Background: an optimization exercise with open tools, aiming at small area and a short achievable clock period. Do not read the settings as production practice.
RTL that was checked went through simulation tests only; none was proved equivalent to the original.
The clock input has no modelled driver; a real chip could not lean on it and would need a root buffer or a full tree.

Setup of P:
// lightpipe_recv
module lightpipe_recv(
    input mclk,
    input rst,
    input adat,
    output reg wclk,
    output reg [23:0] word0,
    output reg [23:0] word1,
    output reg [23:0] word2,
    output reg [23:0] word3,
    output reg [23:0] word4,
    output reg [23:0] word5,
    output reg [23:0] word6,
    output reg [23:0] word7,
    output reg [3:0] user
);
reg reset_d, reset_dd;
reg in_d, in_dd, in_ddd, in_dddd;
reg [5:0] accum;
reg dbit;
wire transition = in_dddd ^ in_ddd;
always @(posedge mclk) begin
    reset_d <= ~rst;
    reset_dd <= reset_d;
end
always @(posedge mclk)
    if (reset_dd) {in_d, in_dd, in_ddd, in_dddd} <= 4'b0;
    else {in_d, in_dd, in_ddd, in_dddd} <= {adat, in_d, in_dd, in_ddd};
always @(posedge mclk)
    if (reset_dd || transition) accum <= 6'd0;
    else accum <= accum + 6'd1;
always @(posedge mclk)
    if (reset_dd) dbit <= 1'b0;
    else if (transition) dbit <= 1'b1;
    else if (accum == 6'd4) dbit <= 1'b0;
reg [7:0] framebit;
reg nloss_d;
reg [29:1] sr;
wire stb_next = ~reset_dd & ~transition & accum[1] & ~accum[0];
reg strobe;      
always @(posedge mclk) strobe <= stb_next;
wire loss_s = accum[5];
wire resync = strobe & ~loss_s & ~nloss_d;
wire [23:0] oword = {sr[29:26], sr[24:21], sr[19:16], sr[14:11], sr[9:6], sr[4:1]};
always @(posedge mclk)
    if (!rst) nloss_d <= 1'b1;
    else if (strobe) nloss_d <= ~loss_s;
always @(posedge mclk)
    if (!rst) framebit <= 8'd0;
    else if (resync) framebit <= 8'd252;
    else if (strobe) framebit <= framebit + 8'd1;
reg at0, at128;
reg [7:0] ldw;
wire ld_next = rst & stb_next & (loss_s | nloss_d);
always @(posedge mclk) begin
    at0 <= stb_next & (~rst | (framebit == 8'd0));
  ...
For scale: roughly 620 cells after synthesis, ~260 flip-flops, about 8000 µm² of cells after synthesis.
==> module lightpipe_recv, before the edit <==
module lightpipe_recv(
    input mclk,
    input rst,
    input adat,
    output reg wclk,
    output reg [23:0] word0,
    output reg [23:0] word1,
    output reg [23:0] word2,
    output reg [23:0] word3,
    output reg [23:0] word4,
    output reg [23:0] word5,
    output reg [23:0] word6,
    output reg [23:0] word7,
    output reg [3:0] user
);
reg reset_d, reset_dd;
reg in_d, in_dd, in_ddd, in_dddd;
reg [5:0] accum;
reg dbit;
wire transition = in_dddd ^ in_ddd;
always @(posedge mclk) begin
    reset_d <= ~rst;
    reset_dd <= reset_d;
end
always @(posedge mclk)
    if (reset_dd) {in_d, in_dd, in_ddd, in_dddd} <= 4'b0;
    else {in_d, in_dd, in_ddd, in_dddd} <= {adat, in_d, in_dd, in_ddd};
always @(posedge mclk)
    if (reset_dd || transition) accum <= 6'd0;
    else accum <= accum + 6'd1;
always @(posedge mclk)
    if (reset_dd) dbit <= 1'b0;
    else if (transition) dbit <= 1'b1;
    else if (accum == 6'd4) dbit <= 1'b0;
reg [7:0] framebit;
reg nloss_d;
reg [29:1] sr;
wire stb_next = ~reset_dd & ~transition & accum[1] & ~accum[0];
reg strobe;      
always @(posedge mclk) strobe <= stb_next;
wire loss_s = accum[5];
wire resync = strobe & ~loss_s & ~nloss_d;
wire [23:0] oword = {sr[29:26], sr[24:21], sr[19:16], sr[14:11], sr[9:6], sr[4:1]};
always @(posedge mclk)
    if (!rst) nloss_d <= 1'b1;
    else if (strobe) nloss_d <= ~loss_s;
always @(posedge mclk)
    if (!rst) framebit <= 8'd0;
    else if (resync) framebit <= 8'd252;
    else if (strobe) framebit <= framebit + 8'd1;
reg at0, at128;
reg [7:0] ldw;
wire ld_next = rst & stb_next & (loss_s | nloss_d);
always @(posedge mclk) begin
    at0 <= stb_next & (~rst | (framebit == 8'd0));
    at128 <= rst & stb_next & (framebit == 8'd128);
    ldw[0] <= ld_next & (framebit == 8'd30);
    ldw[1] <= ld_next & (framebit == 8'd60);
    ldw[2] <= ld_next & (framebit == 8'd90);
    ldw[3] <= ld_next & (framebit == 8'd120);
    ldw[4] <= ld_next & (framebit == 8'd150);
    ldw[5] <= ld_next & (framebit == 8'd180);
    ldw[6] <= ld_next & (framebit == 8'd210);
    ldw[7] <= ld_next & (framebit == 8'd240);
end
wire ls = strobe & rst;
wire hs = ~strobe & rst;
wire [29:1] sr_d;
ao22 #(29) u_sr (.a({29{ls}}), .b({dbit, sr[29:2]}), .c({29{hs}}), .d(sr), .y(sr_d));
always @(posedge mclk) sr <= sr_d;
wire lu = at0 & rst;
wire hu = ~at0 & rst;
wire [3:0] user_d;
ao22 #(4) u_user (.a({4{lu}}), .b(sr[29:26]), .c({4{hu}}), .d(user), .y(user_d));
always @(posedge mclk) user <= user_d;
always @(posedge mclk)
    if (!rst) wclk <= 1'b0;
    else if (at0) wclk <= 1'b1;
    else if (at128) wclk <= 1'b0;
wire [7:0] L = ldw & {8{rst}};           
wire [7:0] L1 = ldw | {8{~rst}};         
wire [7:0] H = ~ldw & {8{rst}};          
wire [23:0] o1 = {oword[23:8], oword[7:0] | {8{~rst}}};
wire [23:0] d0, d1, d2, d3, d4, d5, d6, d7;
ao22 #(24) u_w0 (.a({24{L[0]}}), .b(oword), .c({24{H[0]}}), .d(word0), .y(d0));
ao22 #(24) u_w1 (.a({{16{L[1]}}, {8{L1[1]}}}), .b(o1), .c({24{H[1]}}), .d(word1), .y(d1));
ao22 #(24) u_w2 (.a({24{L[2]}}), .b(oword), .c({24{H[2]}}), .d(word2), .y(d2));
ao22 #(24) u_w3 (.a({{16{L[3]}}, {8{L1[3]}}}), .b(o1), .c({24{H[3]}}), .d(word3), .y(d3));
ao22 #(24) u_w4 (.a({24{L[4]}}), .b(oword), .c({24{H[4]}}), .d(word4), .y(d4));
ao22 #(24) u_w5 (.a({{16{L[5]}}, {8{L1[5]}}}), .b(o1), .c({24{H[5]}}), .d(word5), .y(d5));
ao22 #(24) u_w6 (.a({24{L[6]}}), .b(oword), .c({24{H[6]}}), .d(word6), .y(d6));
ao22 #(24) u_w7 (.a({{16{L[7]}}, {8{L1[7]}}}), .b(o1), .c({24{H[7]}}), .d(word7), .y(d7));
always @(posedge mclk) begin
    word0 <= d0; word1 <= d1; word2 <= d2; word3 <= d3;
    word4 <= d4; word5 <= d5; word6 <= d6; word7 <= d7;
end
endmodule
==> flow/config.mk <==
export PLATFORM = sky130hd
export DESIGN_NAME = lightpipe_recv
export DESIGN_NICKNAME = lightpipe_recv
export VERILOG_FILES = /design/flow/design.v
export SDC_FILE = /design/flow/constraint.sdc
export NUM_CORES = 4
export LEC_CHECK = 0
export CAP_MARGIN = 20
export CORE_MARGIN = 2
export CORE_UTILIZATION = 55
export PLACE_DENSITY = 0.7
export SETUP_SLACK_MARGIN = 1.5
export SLEW_MARGIN = 20
export SYNTH_HIERARCHICAL = 1
==> flow/constraint.sdc <==
create_clock -name core_clock -period 3.0 [get_ports {mclk}]
set_input_delay 0.6000 -clock core_clock [delete_from_list [all_inputs] [get_ports {mclk}]]
set_output_delay 0.6000 -clock core_clock [all_outputs]
set_load 0.01 [all_outputs]
standard.sh (not shown) runs the stock make flow with config.mk's settings and CLKGATE_MAP_FILE= SYNTH_SCRIPT=/design/flow/synth_recipe.tcl, a recipe that flattens the netlist after the stock synthesis.
==> flow/flow/run.sh <==
#!/bin/bash
# Standard synthesis and layout (standard.sh), except: the ports are buffered
# by the smallest buffer, and the clock tree is a two-level tree built by
# flow/cts.tcl (settings in flow/cts.env).
set -euo pipefail
HERE=$(pwd)
export BUFFER_PORTS_ARGS="-buffer_cell sky130_fd_sc_hd__buf_1"
export PRE_CTS_TCL=$HERE/flow/cts.tcl
export CLOCK_PORT=mclk
source $HERE/flow/cts.env
bash standard.sh > make.log 2>&1
Other scripts of this flow, unchanged in this note and not shown: flow/flow/cts.env, flow/flow/cts.tcl
Having completed the whole flow, P delivered a layout that passed the timing, DRC and antenna checks.
## Diff of input files: S against P
--- a/flow/design.v
+++ b/flow/design.v
@@ -16,10 +16,11 @@
 reg reset_d, reset_dd;
 reg in_d, in_dd, in_ddd, in_dddd;
 reg [5:0] accum;
 reg dbit;
 wire transition = in_dddd ^ in_ddd;
+wire strobe = accum[1] & accum[0];
 always @(posedge mclk) begin
     reset_d <= ~rst;
     reset_dd <= reset_d;
 end
 always @(posedge mclk)
@@ -34,12 +35,10 @@
     else if (accum == 6'd4) dbit <= 1'b0;
 reg [7:0] framebit;
 reg nloss_d;
 reg [29:1] sr;
 wire stb_next = ~reset_dd & ~transition & accum[1] & ~accum[0];
-reg strobe;      
-always @(posedge mclk) strobe <= stb_next;
 wire loss_s = accum[5];
 wire resync = strobe & ~loss_s & ~nloss_d;
 wire [23:0] oword = {sr[29:26], sr[24:21], sr[19:16], sr[14:11], sr[9:6], sr[4:1]};
 always @(posedge mclk)
     if (!rst) nloss_d <= 1'b1;
- S and P ended up with roughly the same area after synthesis.
- On design area, P tracks S almost exactly.
- Summary of S over P: register-to-register slack did not really move, full die area level, routed wire length shrank by about 0.5%.
- Max fmax across S and P: S
No functional check of the RTL was part of P. No run of this note takes its clock network from TritonCTS; it comes from the design's own scripts or RTL.

## afterwards: timing with drivers on the ports
Ports are ideal in the flow. The routed layouts listed here were re-timed in OpenROAD. Step 1 sets driving cells, clkbuf_16 on the clock port and buf_2 on the other inputs (assumed; they add their load-dependent delay and slew). Step 2 times the ports against the registers' clock, not the clock port: input delays grow and output delays shrink by t, the midpoint of the rising clock arrivals with the driver on. Slacks: ideal ports / drivers / drivers and shift; pairs: ideal ports / drivers.
run | shift t [ns] | setup slack, ns | worst setup path after step 2 | worst register clock-pin slew, ns
P | 0.372 | 1.481 / 1.428 / 1.144 | input to register | 0.11 / 0.11
S | 0.386 | 1.534 / 1.448 / 1.220 | input to register | 0.11 / 0.11
After both steps setup and hold are still met in every run listed. The setup slack of P, which loses most, moves by -0.053 ns with the drivers and by -0.337 ns with both steps.
